This is an optimization exercise on Yosys and OpenROAD, whose aim is small area, a short achievable clock period and few clock cycles per item, not a production implementation.
The clock input has no modelled driver; a real chip could not lean on it and would need a root buffer or a full tree.
Power is estimated from default activity; no workload was simulated.

==> run a: inputs <==
==> flow/design.v <==
`timescale 1ns / 1ps
module bin2bcd(
    input clk,
    input reset,
    input start,               
    input [11:0] bin_in,       
    output reg [15:0] bcd_out,  
    output reg done             
);
    wire [11:0] x = bin_in;
    wire [13:0] s;          
    wire i_27, i_28, i_29, i_30, i_31, i_32, i_33, i_34, i_35, i_36, i_37, i_38, i_39, i_40, i_41, i_42, i_43, i_44, i_45, i_46, i_47, i_48, i_49, i_50, i_51, i_52, i_53, i_54, i_55, i_56, i_57, i_58, i_59, i_60, i_61, i_62, i_63, i_64, i_65, i_66, i_67, i_68, i_69, i_70, i_71, i_72, i_73, i_74, i_75, i_76, i_77, i_78, i_79, i_80, i_82, i_83, i_85, i_87, i_89, i_90, i_91, i_92, i_93, i_94, i_95, i_97, i_98, i_99, i_100, i_101, i_102, i_103, i_104, i_105, i_106, i_107, i_109, i_110, i_112, i_113, i_115;
    assign i_27 = ~x[9]& x[11];
    assign i_28 = x[8]& ~x[10];
    assign i_29 = i_27 & ~i_28;
    assign i_30 = x[9]& ~x[11];
    assign i_31 = ~x[8]& x[10];
    assign i_32 = i_30 & ~i_31;
    assign i_33 = ~i_29 & ~i_32;
    assign i_34 = ~x[7]& ~i_33;
    assign i_35 = ~x[10]& i_27;
    assign i_36 = x[10]& ~i_27;
    assign i_37 = ~x[8]& ~i_30;
    assign i_38 = i_36 & ~i_37;
    assign i_39 = ~i_35 & ~i_38;
    assign i_40 = x[8]& ~i_39;
    assign i_41 = ~x[8]& i_39;
    assign i_42 = ~i_40 & ~i_41;
    assign i_43 = i_34 & ~i_42;
    assign i_44 = ~i_33 & ~i_43;
    assign i_45 = i_36 & i_37;
    assign i_46 = x[8]& i_35;
    assign i_47 = ~i_45 & ~i_46;
    assign i_48 = ~i_44 & i_47;
    assign i_49 = ~x[7]& ~i_48;
    assign i_50 = ~i_42 & ~i_49;
    assign i_51 = ~i_34 & ~i_50;
    assign i_52 = ~x[6]& i_51;
    assign i_53 = x[7]& i_48;
    assign i_54 = ~i_49 & ~i_53;
    assign i_55 = x[7]& ~i_47;
    assign i_56 = ~i_43 & ~i_55;
    assign i_57 = i_52 & i_54;
    assign i_58 = i_51 & ~i_57;
    assign i_59 = i_56 & ~i_58;
    assign i_60 = ~x[6]& ~i_59;
    assign i_61 = i_54 & ~i_60;
    assign i_62 = ~i_52 & ~i_61;
    assign i_63 = ~x[5]& i_62;
    assign i_64 = x[6]& i_59;
    assign i_65 = ~i_60 & ~i_64;
    assign i_66 = i_63 & i_65;
    assign i_67 = x[6]& ~i_56;
    assign i_68 = ~i_57 & ~i_67;
    assign i_69 = x[5]& ~i_68;
    assign i_70 = ~i_66 & ~i_69;
    assign i_71 = i_62 & ~i_66;
    assign i_72 = i_68 & ~i_71;
    assign i_73 = ~x[5]& ~i_72;
    assign i_74 = i_65 & ~i_73;
    assign i_75 = ~i_63 & ~i_74;
    assign i_76 = ~x[4]& i_75;
    assign i_77 = x[5]& i_72;
    assign i_78 = ~i_73 & ~i_77;
    assign i_79 = i_76 & i_78;
    assign i_80 = i_75 & ~i_79;
    assign s[7]= ~i_70 | i_80;
    assign i_82 = ~x[4]& s[7];
    assign i_83 = x[4]& ~s[7];
    assign s[4]= i_82 | i_83;
    assign i_85 = i_78 & ~i_82;
    assign s[5]= ~i_76 & ~i_85;
    assign i_87 = x[4]& ~i_70;
    assign s[6]= i_79 | i_87;
    assign i_89 = x[11]& ~i_35;
    assign i_90 = i_48 & i_89;
    assign i_91 = i_59 & i_90;
    assign i_92 = ~i_48 & ~i_89;
    assign i_93 = ~i_38 & i_90;
    assign i_94 = i_59 & ~i_92;
    assign i_95 = ~i_39 & ~i_94;
    assign s[12]= i_93 | i_95;
    assign i_97 = i_59 & s[12];
    assign i_98 = i_92 & ~i_97;
    assign i_99 = ~i_91 & ~i_98;
    assign i_100 = ~i_59 & ~s[12];
    assign i_101 = ~i_97 & ~i_100;
    assign i_102 = i_72 & ~i_99;
    assign i_103 = i_101 & i_102;
    assign i_104 = ~i_99 & ~i_103;
    assign i_105 = ~i_39 & i_94;
    assign i_106 = ~i_90 & ~i_105;
    assign i_107 = ~i_91 & ~i_106;
    assign s[11]= i_104 | i_107;
    assign i_109 = ~i_72 & ~s[11];
    assign i_110 = i_72 & s[11];
    assign s[8]= i_109 | i_110;
    assign i_112 = ~i_101 & ~i_102;
    assign i_113 = i_72 & i_107;
    assign s[9]= i_112 | i_113;
    assign i_115 = ~i_72 & i_107;
    assign s[10]= i_103 | i_115;
    assign s[13]= i_89 & ~i_93;
    assign s[0]= x[0];
    assign s[1]= x[1];
    assign s[2]= x[2];
    assign s[3]= x[3];
    reg [13:0] s_q;
    always @(posedge clk)
        s_q <= s;
    always @(posedge clk or posedge reset)
    begin
        if (reset)
            done <= 1'b0;
        else
            done <= start;
    end
    wire [13:0] y = s_q;
    wire [15:0] o;
    wire o_32, o_33, o_34, o_35, o_36, o_37, o_38, o_39, o_40, o_41, o_42, o_43, o_44, o_45, o_46, o_47, o_48, o_49, o_50, o_51, o_52, o_53, o_54, o_55, o_56, o_57, o_58, o_60, o_61, o_63, o_64, o_66, o_68, o_69, o_70, o_71, o_72, o_73, o_74, o_75, o_76, o_77, o_78, o_79, o_80, o_81, o_82, o_83, o_84, o_85, o_86, o_87, o_88, o_89, o_90, o_91, o_92, o_93, o_94, o_96, o_97, o_99, o_100, o_102, o_104, o_105, o_106, o_107, o_108, o_109, o_110, o_111, o_112, o_113, o_114, o_115, o_116, o_118, o_119, o_120, o_121, o_122, o_124, o_125, o_127, o_128, o_130;
    assign o_32 = ~y[3]& y[5];
    assign o_33 = y[4]& ~o_32;
    assign o_34 = ~y[3]& y[6];
    assign o_35 = ~o_33 & ~o_34;
    assign o_36 = ~y[2]& ~o_35;
    assign o_37 = ~y[4]& o_32;
    assign o_38 = y[5]& ~o_37;
    assign o_39 = ~y[6]& ~o_38;
    assign o_40 = ~y[3]& ~o_39;
    assign o_41 = y[3]& o_39;
    assign o_42 = ~o_40 & ~o_41;
    assign o_43 = o_36 & o_42;
    assign o_44 = y[3]& y[6];
    assign o_45 = ~o_37 & ~o_44;
    assign o_46 = y[2]& ~o_45;
    assign o_47 = ~o_43 & ~o_46;
    assign o_48 = ~o_36 & ~o_42;
    assign o_49 = ~y[2]& ~o_45;
    assign o_50 = ~o_48 & ~o_49;
    assign o_51 = ~y[1]& ~o_50;
    assign o_52 = ~o_35 & ~o_43;
    assign o_53 = o_45 & ~o_52;
    assign o_54 = ~y[2]& ~o_53;
    assign o_55 = y[2]& o_53;
    assign o_56 = ~o_54 & ~o_55;
    assign o_57 = o_51 & o_56;
    assign o_58 = ~o_50 & ~o_57;
    assign o[4]= ~o_47 | o_58;
    assign o_60 = ~y[1]& o[4];
    assign o_61 = y[1]& ~o[4];
    assign o[1]= o_60 | o_61;
    assign o_63 = ~o_51 & ~o_56;
    assign o_64 = ~y[1]& ~o_47;
    assign o[2]= o_63 | o_64;
    assign o_66 = y[1]& ~o_47;
    assign o[3]= o_57 | o_66;
    assign o_68 = ~y[7]& y[9];
    assign o_69 = y[8]& ~o_68;
    assign o_70 = ~y[7]& y[10];
    assign o_71 = ~o_69 & ~o_70;
    assign o_72 = o_39 & ~o_71;
    assign o_73 = ~y[8]& o_68;
    assign o_74 = y[9]& ~o_73;
    assign o_75 = ~y[10]& ~o_74;
    assign o_76 = ~y[7]& ~o_75;
    assign o_77 = y[7]& o_75;
    assign o_78 = ~o_76 & ~o_77;
    assign o_79 = o_72 & o_78;
    assign o_80 = y[7]& y[10];
    assign o_81 = ~o_73 & ~o_80;
    assign o_82 = ~o_39 & ~o_81;
    assign o_83 = ~o_79 & ~o_82;
    assign o_84 = ~o_72 & ~o_78;
    assign o_85 = o_39 & ~o_81;
    assign o_86 = ~o_84 & ~o_85;
    assign o_87 = o_53 & ~o_86;
    assign o_88 = ~o_71 & ~o_79;
    assign o_89 = o_81 & ~o_88;
    assign o_90 = o_39 & ~o_89;
    assign o_91 = ~o_39 & o_89;
    assign o_92 = ~o_90 & ~o_91;
    assign o_93 = o_87 & o_92;
    assign o_94 = ~o_86 & ~o_93;
    assign o[8]= ~o_83 | o_94;
    assign o_96 = o_53 & o[8];
    assign o_97 = ~o_53 & ~o[8];
    assign o[5]= o_96 | o_97;
    assign o_99 = o_53 & ~o_83;
    assign o_100 = ~o_87 & ~o_92;
    assign o[6]= o_99 | o_100;
    assign o_102 = ~o_53 & ~o_83;
    assign o[7]= o_93 | o_102;
    assign o_104 = y[11]& ~y[13];
    assign o_105 = ~y[11]& y[13];
    assign o_106 = y[12]& ~o_105;
    assign o_107 = o_75 & o_106;
    assign o_108 = ~o_104 & o_107;
    assign o_109 = ~y[12]& o_105;
    assign o_110 = ~o_75 & o_109;
    assign o_111 = ~o_108 & ~o_110;
    assign o_112 = o_105 & ~o_110;
    assign o_113 = ~o_104 & ~o_112;
    assign o_114 = ~o_107 & ~o_113;
    assign o_115 = o_89 & o_114;
    assign o_116 = o_106 & ~o_108;
    assign o[13]= o_109 | o_116;
    assign o_118 = o_75 & o[13];
    assign o_119 = ~o_75 & ~o[13];
    assign o_120 = ~o_118 & ~o_119;
    assign o_121 = o_115 & o_120;
    assign o_122 = o_114 & ~o_121;
    assign o[12]= ~o_111 | o_122;
    assign o_124 = o_89 & o[12];
    assign o_125 = ~o_89 & ~o[12];
    assign o[9]= o_124 | o_125;
    assign o_127 = ~o_115 & ~o_120;
    assign o_128 = o_89 & ~o_111;
    assign o[10]= o_127 | o_128;
    assign o_130 = ~o_89 & ~o_111;
    assign o[11]= o_121 | o_130;
    assign o[14]= y[13]& ~o_109;
    assign o[15]= 1'b0;
    assign o[0]= y[0];
    always @(*)
        bcd_out = o;
endmodule
==> flow/flow/run.sh <==
#!/bin/bash
# Own flow: the standard layout (standard.sh), with these changes:
#  - synthesis maps the logic with its own ABC scripts: flow/abc_in.script for
#    the logic before the registers, flow/abc_out.script for the logic after
#    them (flow/my_synth.tcl); Yosys does not extract half/full adders
#    (ADDER_MAP_FILE empty); everything else in synthesis is the standard
#    script (synth_recipe.tcl);
#  - ports are buffered with sky130_fd_sc_hd__buf_1 instead of the default buffer;
#  - after CTS, the clock tree is flattened to one buffer that drives all the
#    flip-flops (flow/flat_cts.tcl): the design has only 15 of them.
# Each tool's output goes to a log file of its own in the work folder.
set -euo pipefail
W=$(pwd)
F=$W/flow
R=$W/orfs/results/$FLOW_PLATFORM/bin2bcd/base
export MY_ABC_IN=$F/abc_in.script
export MY_ABC_OUT=$F/abc_out.script
export FLOW_SYNTH_TCL=$W/synth_recipe.tcl
make -C "$FLOW_HOME" DESIGN_CONFIG="$W/config.mk" WORK_HOME="$W/orfs" CLKGATE_MAP_FILE= \
  SYNTH_SCRIPT="$F/my_synth.tcl" ADDER_MAP_FILE= synth > "$W/synth.log" 2>&1
export BUFFER_PORTS_ARGS="-buffer_cell sky130_fd_sc_hd__buf_1"
bash standard.sh cts > "$W/layout_to_cts.log" 2>&1
CTS_ODB=$R/4_cts.odb CLK_NET=clk ROOT_BUF=sky130_fd_sc_hd__clkbuf_8 openroad -no_init -exit "$F/flat_cts.tcl" > "$W/flat_cts.log" 2>&1
bash standard.sh > "$W/layout.log" 2>&1
==> flow/flow/abc_in.script <==
strash
dch
map -D 2000
topo
stime -c
==> flow/flow/abc_out.script <==
strash
dch
map -D 1750
topo
stime -c
==> flow/flow/flat_cts.tcl <==
# Flatten the clock tree that CTS built into a single buffer: every clock sink
# is driven by the root clock buffer (the one the clock port drives); the
# other clock buffers and CTS's dummy clock loads are removed. Then the
# placement is legalised again.
read_db $::env(CTS_ODB)
set block [ord::get_db_block]
set clk [$block findNet $::env(CLK_NET)]
set root ""
foreach it [$clk getITerms] {
  if {[$it isInputSignal] || [[$it getMTerm] getSigType] eq "CLOCK" || [$it getIoType] eq "INPUT"} { set root [$it getInst] }
}
if {$root eq ""} { error "no root clock buffer" }
set rootnet ""
foreach it [$root getITerms] {
  if {[$it getIoType] eq "OUTPUT"} { set rootnet [$it getNet] }
}
puts "root buffer [$root getName] ([[$root getMaster] getName]) drives [$rootnet getName]"
set removed 0
set again 1
while {$again} {
  set again 0
  foreach it [$rootnet getITerms] {
    set inst [$it getInst]
    if {$inst eq $root} { continue }
    set m [[$inst getMaster] getName]
    if {![string match "sky130_fd_sc_hd__clkbuf_*" $m] && ![string match "sky130_fd_sc_hd__clkinv*" $m] && ![string match "sky130_fd_sc_hd__buf_*" $m] && ![string match "sky130_fd_sc_hd__inv*" $m]} { continue }
    # a buffer in the tree: move its sinks to the root net
    set out ""
    foreach jt [$inst getITerms] { if {[$jt getIoType] eq "OUTPUT"} { set out [$jt getNet] } }
    if {$out ne "" && $out ne "NULL"} {
      foreach jt [$out getITerms] {
        if {[$jt getInst] eq $inst} { continue }
        $jt disconnect
        $jt connect $rootnet
      }
      odb::dbNet_destroy $out
    }
    puts "removed [$inst getName] ($m)"
    odb::dbInst_destroy $inst
    incr removed
    set again 1
    break
  }
}
if {[info exists ::env(ROOT_BUF)]} {
  set master [[ord::get_db] findMaster $::env(ROOT_BUF)]
  $root swapMaster $master
  puts "root buffer is now $::env(ROOT_BUF)"
}
set n 0
foreach it [$rootnet getITerms] { incr n }
puts "removed $removed clock tree cells; root net has $n pins"
detailed_placement
check_placement
write_db $::env(CTS_ODB)
==> flow/flow/my_synth.tcl <==
# The standard synthesis script (synth_recipe.tcl), with only ABC's mapping
# scripts replaced. The logic in the input cone of the output ports (after the
# registers) is mapped with MY_ABC_OUT, the rest (before the registers) with
# MY_ABC_IN. Yosys's -import skips commands that already exist, so this abc
# wrapper is the one synth.tcl calls.
proc abc {args} {
  set i [lsearch -exact $args -script]
  set a_out $args
  set a_in $args
  if {$i >= 0} {
    lset a_out [expr {$i + 1}] $::env(MY_ABC_OUT)
    lset a_in [expr {$i + 1}] $::env(MY_ABC_IN)
  }
  yosys select -set my_out_cone o:* %cie*
  yosys abc {*}$a_out @my_out_cone
  yosys select -clear
  yosys abc {*}$a_in
}
source $::env(FLOW_SYNTH_TCL)
==> flow/standard.sh <==
#!/bin/bash
# synth_recipe.tcl (not shown) runs the flow's synth.tcl, then flattens the netlist and writes it again
# the make line also repeats each setting of config.mk as NAME=value (left out here)
make -C /OpenROAD-flow-scripts/flow DESIGN_CONFIG=/design/flow/config.mk WORK_HOME=/design/flow/orfs CLKGATE_MAP_FILE= SYNTH_SCRIPT=/design/flow/synth_recipe.tcl "${@:-finish}"
==> flow/config.mk <==
export PLATFORM = sky130hd
export DESIGN_NAME = bin2bcd
export DESIGN_NICKNAME = bin2bcd
export VERILOG_FILES = /design/flow/design.v
export SDC_FILE = /design/flow/constraint.sdc
export NUM_CORES = 4
export LEC_CHECK = 0
export CAP_MARGIN = 20
export CORE_AREA = 2.3 2.72 59.8 59.84
export DIE_AREA = 0 0 62 62
export SLEW_MARGIN = 20
==> flow/constraint.sdc <==
create_clock -name core_clock -period 5.0 [get_ports {clk}]
set_input_delay 1.0000 -clock core_clock [delete_from_list [all_inputs] [get_ports {clk}]]
set_output_delay 1.0000 -clock core_clock [all_outputs]
set_load 0.01 [all_outputs]
==> run b (differences from run a) <==
==> flow/flow/run.sh (replaced) <==
#!/bin/bash
# Own flow: the standard layout, with two changes:
#  - synthesis maps the logic with an area-oriented ABC script (flow/abc_map.script);
#    Yosys does not extract half/full adders (ADDER_MAP_FILE empty);
#    everything else in synthesis is the standard script;
#  - ports are buffered with sky130_fd_sc_hd__buf_1 instead of the default buffer.
set -euo pipefail
W=$(pwd)
F=$W/flow
export MY_ABC_SCRIPT=$F/abc_map.script
export FLOW_SYNTH_TCL=$W/synth_recipe.tcl
make -C "$FLOW_HOME" DESIGN_CONFIG="$W/config.mk" WORK_HOME="$W/orfs" CLKGATE_MAP_FILE= \
  SYNTH_SCRIPT="$F/my_synth.tcl" ADDER_MAP_FILE= synth > "$W/synth.log" 2>&1
export BUFFER_PORTS_ARGS="-buffer_cell sky130_fd_sc_hd__buf_1"
cp standard.sh standard_used.sh
bash standard.sh > "$W/layout.log" 2>&1
==> flow/flow/abc_map.script (new file) <==
strash
dch
amap
topo
stime -c
==> flow/flow/my_synth.tcl (replaced) <==
# The standard synthesis script (synth_recipe.tcl), with only the script
# that ABC maps the logic with replaced by MY_ABC_SCRIPT. Yosys's -import skips
# commands that already exist, so this abc wrapper is the one synth.tcl calls.
proc abc {args} {
  set i [lsearch -exact $args -script]
  if {$i >= 0} { lset args [expr {$i + 1}] $::env(MY_ABC_SCRIPT) }
  yosys abc {*}$args
}
source $::env(FLOW_SYNTH_TCL)
--- a/flow/config.mk
+++ b/flow/config.mk
@@ -7,5 +7,5 @@
 export LEC_CHECK = 0
 export CAP_MARGIN = 20
-export CORE_AREA = 2.3 2.72 59.8 59.84
-export DIE_AREA = 0 0 62 62
+export CORE_MARGIN = 2
+export CORE_UTILIZATION = 40
 export SLEW_MARGIN = 20
removed: flow/flow/abc_in.script
removed: flow/flow/abc_out.script
removed: flow/flow/flat_cts.tcl
==> run c (differences from run a) <==
==> flow/flow/run.sh (replaced) <==
#!/bin/bash
# Own flow: the standard layout (standard.sh), with these changes:
#  - synthesis maps the logic with its own ABC scripts: flow/abc_in.script for
#    the logic before the registers, flow/abc_out.script for the logic after
#    them (flow/my_synth.tcl); Yosys does not extract half/full adders
#    (ADDER_MAP_FILE empty); everything else in synthesis is the standard
#    script (synth_recipe.tcl);
#  - ports are buffered with sky130_fd_sc_hd__buf_1 instead of the default buffer.
# Each tool's output goes to a log file of its own in the work folder.
set -euo pipefail
W=$(pwd)
F=$W/flow
export MY_ABC_IN=$F/abc_in.script
export MY_ABC_OUT=$F/abc_out.script
export FLOW_SYNTH_TCL=$W/synth_recipe.tcl
make -C "$FLOW_HOME" DESIGN_CONFIG="$W/config.mk" WORK_HOME="$W/orfs" CLKGATE_MAP_FILE= \
  SYNTH_SCRIPT="$F/my_synth.tcl" ADDER_MAP_FILE= synth > "$W/synth.log" 2>&1
export BUFFER_PORTS_ARGS="-buffer_cell sky130_fd_sc_hd__buf_1"
bash standard.sh > "$W/layout.log" 2>&1
==> flow/flow/abc_out.script (replaced) <==
strash
dch
map -D 2000
topo
stime -c
removed: flow/flow/flat_cts.tcl
==> qor summary <==
| item | run b | run a | run c |
|---|---|---|---|
| Status | finished clean | finished clean | finished clean |
| Gate count after technology mapping | 170 | 194 | 193 |
| Maximum root-to-sink buffer count | 2 | - | 2 |
| Clock tree buffer count of the final layout | 4 | 1 | 4 |
| Clock transition at the register clock pins on the worst setup and hold paths after CTS | 80 ps | 90 ps | 80 ps |
| Die height | 55.08 um | 62 um | 62 um |
| Leakage dissipation | 0.4735 nW | 0.5287 nW | 0.5292 nW |
| Total half-perimeter wirelength after legalization and detailed placement | 1.835 mm | 1.720 mm | 1.775 mm |
| Shortest period the worst path allows | 4335 ps | 3892 ps | 3799 ps |
| Total area of multi-input combinational cells | 629.4 um2 | 668.1 um2 | 663.1 um2 |
| Horiz. Die Dim | 55.08 um | 62 um | 62 um |
| Layout cells sized above 1 | 7.692% | 2.242% | 3.111% |
| Routed length on met2 | 1.059 mm | 852 um | 931 um |
| Ratio of total power to cell area | 446.4 nW/um2 | 449.2 nW/um2 | 461.5 nW/um2 |
Function was not checked in any run of this note: the RTL went through the layout flow alone.

[static timing again, ports no longer ideal]
How much do the figures lean on ideal ports? The routed layouts below were timed once more, with nothing changed but the port constraints.
Step 1 (the two cells are an assumption about what drives the block):
set clk [get_ports {clk}]
set_driving_cell -lib_cell sky130_fd_sc_hd__clkbuf_16 $clk
set_driving_cell -lib_cell sky130_fd_sc_hd__buf_2 [delete_from_list [all_inputs] $clk]
Step 2, shift: input delay + t, output delay - t, t = (earliest + latest rising clock arrival at the registers) / 2. This alone moves slack from input paths to output paths.
Slacks: no drivers / after step 1 / after step 2; pairs: no drivers / after step 1.
run | t (ns) | setup slack, ns | worst slew at a driven data input, ns
run a | 0.168 | 1.108 / 1.110 / 0.943 | 0.03
run b | 0.287 | 0.665 / 0.662 / 0.374 | 0.03
run c | 0.290 | 1.201 / 1.200 / 0.910 | 0.03
After both steps setup and hold are still met in every run listed.
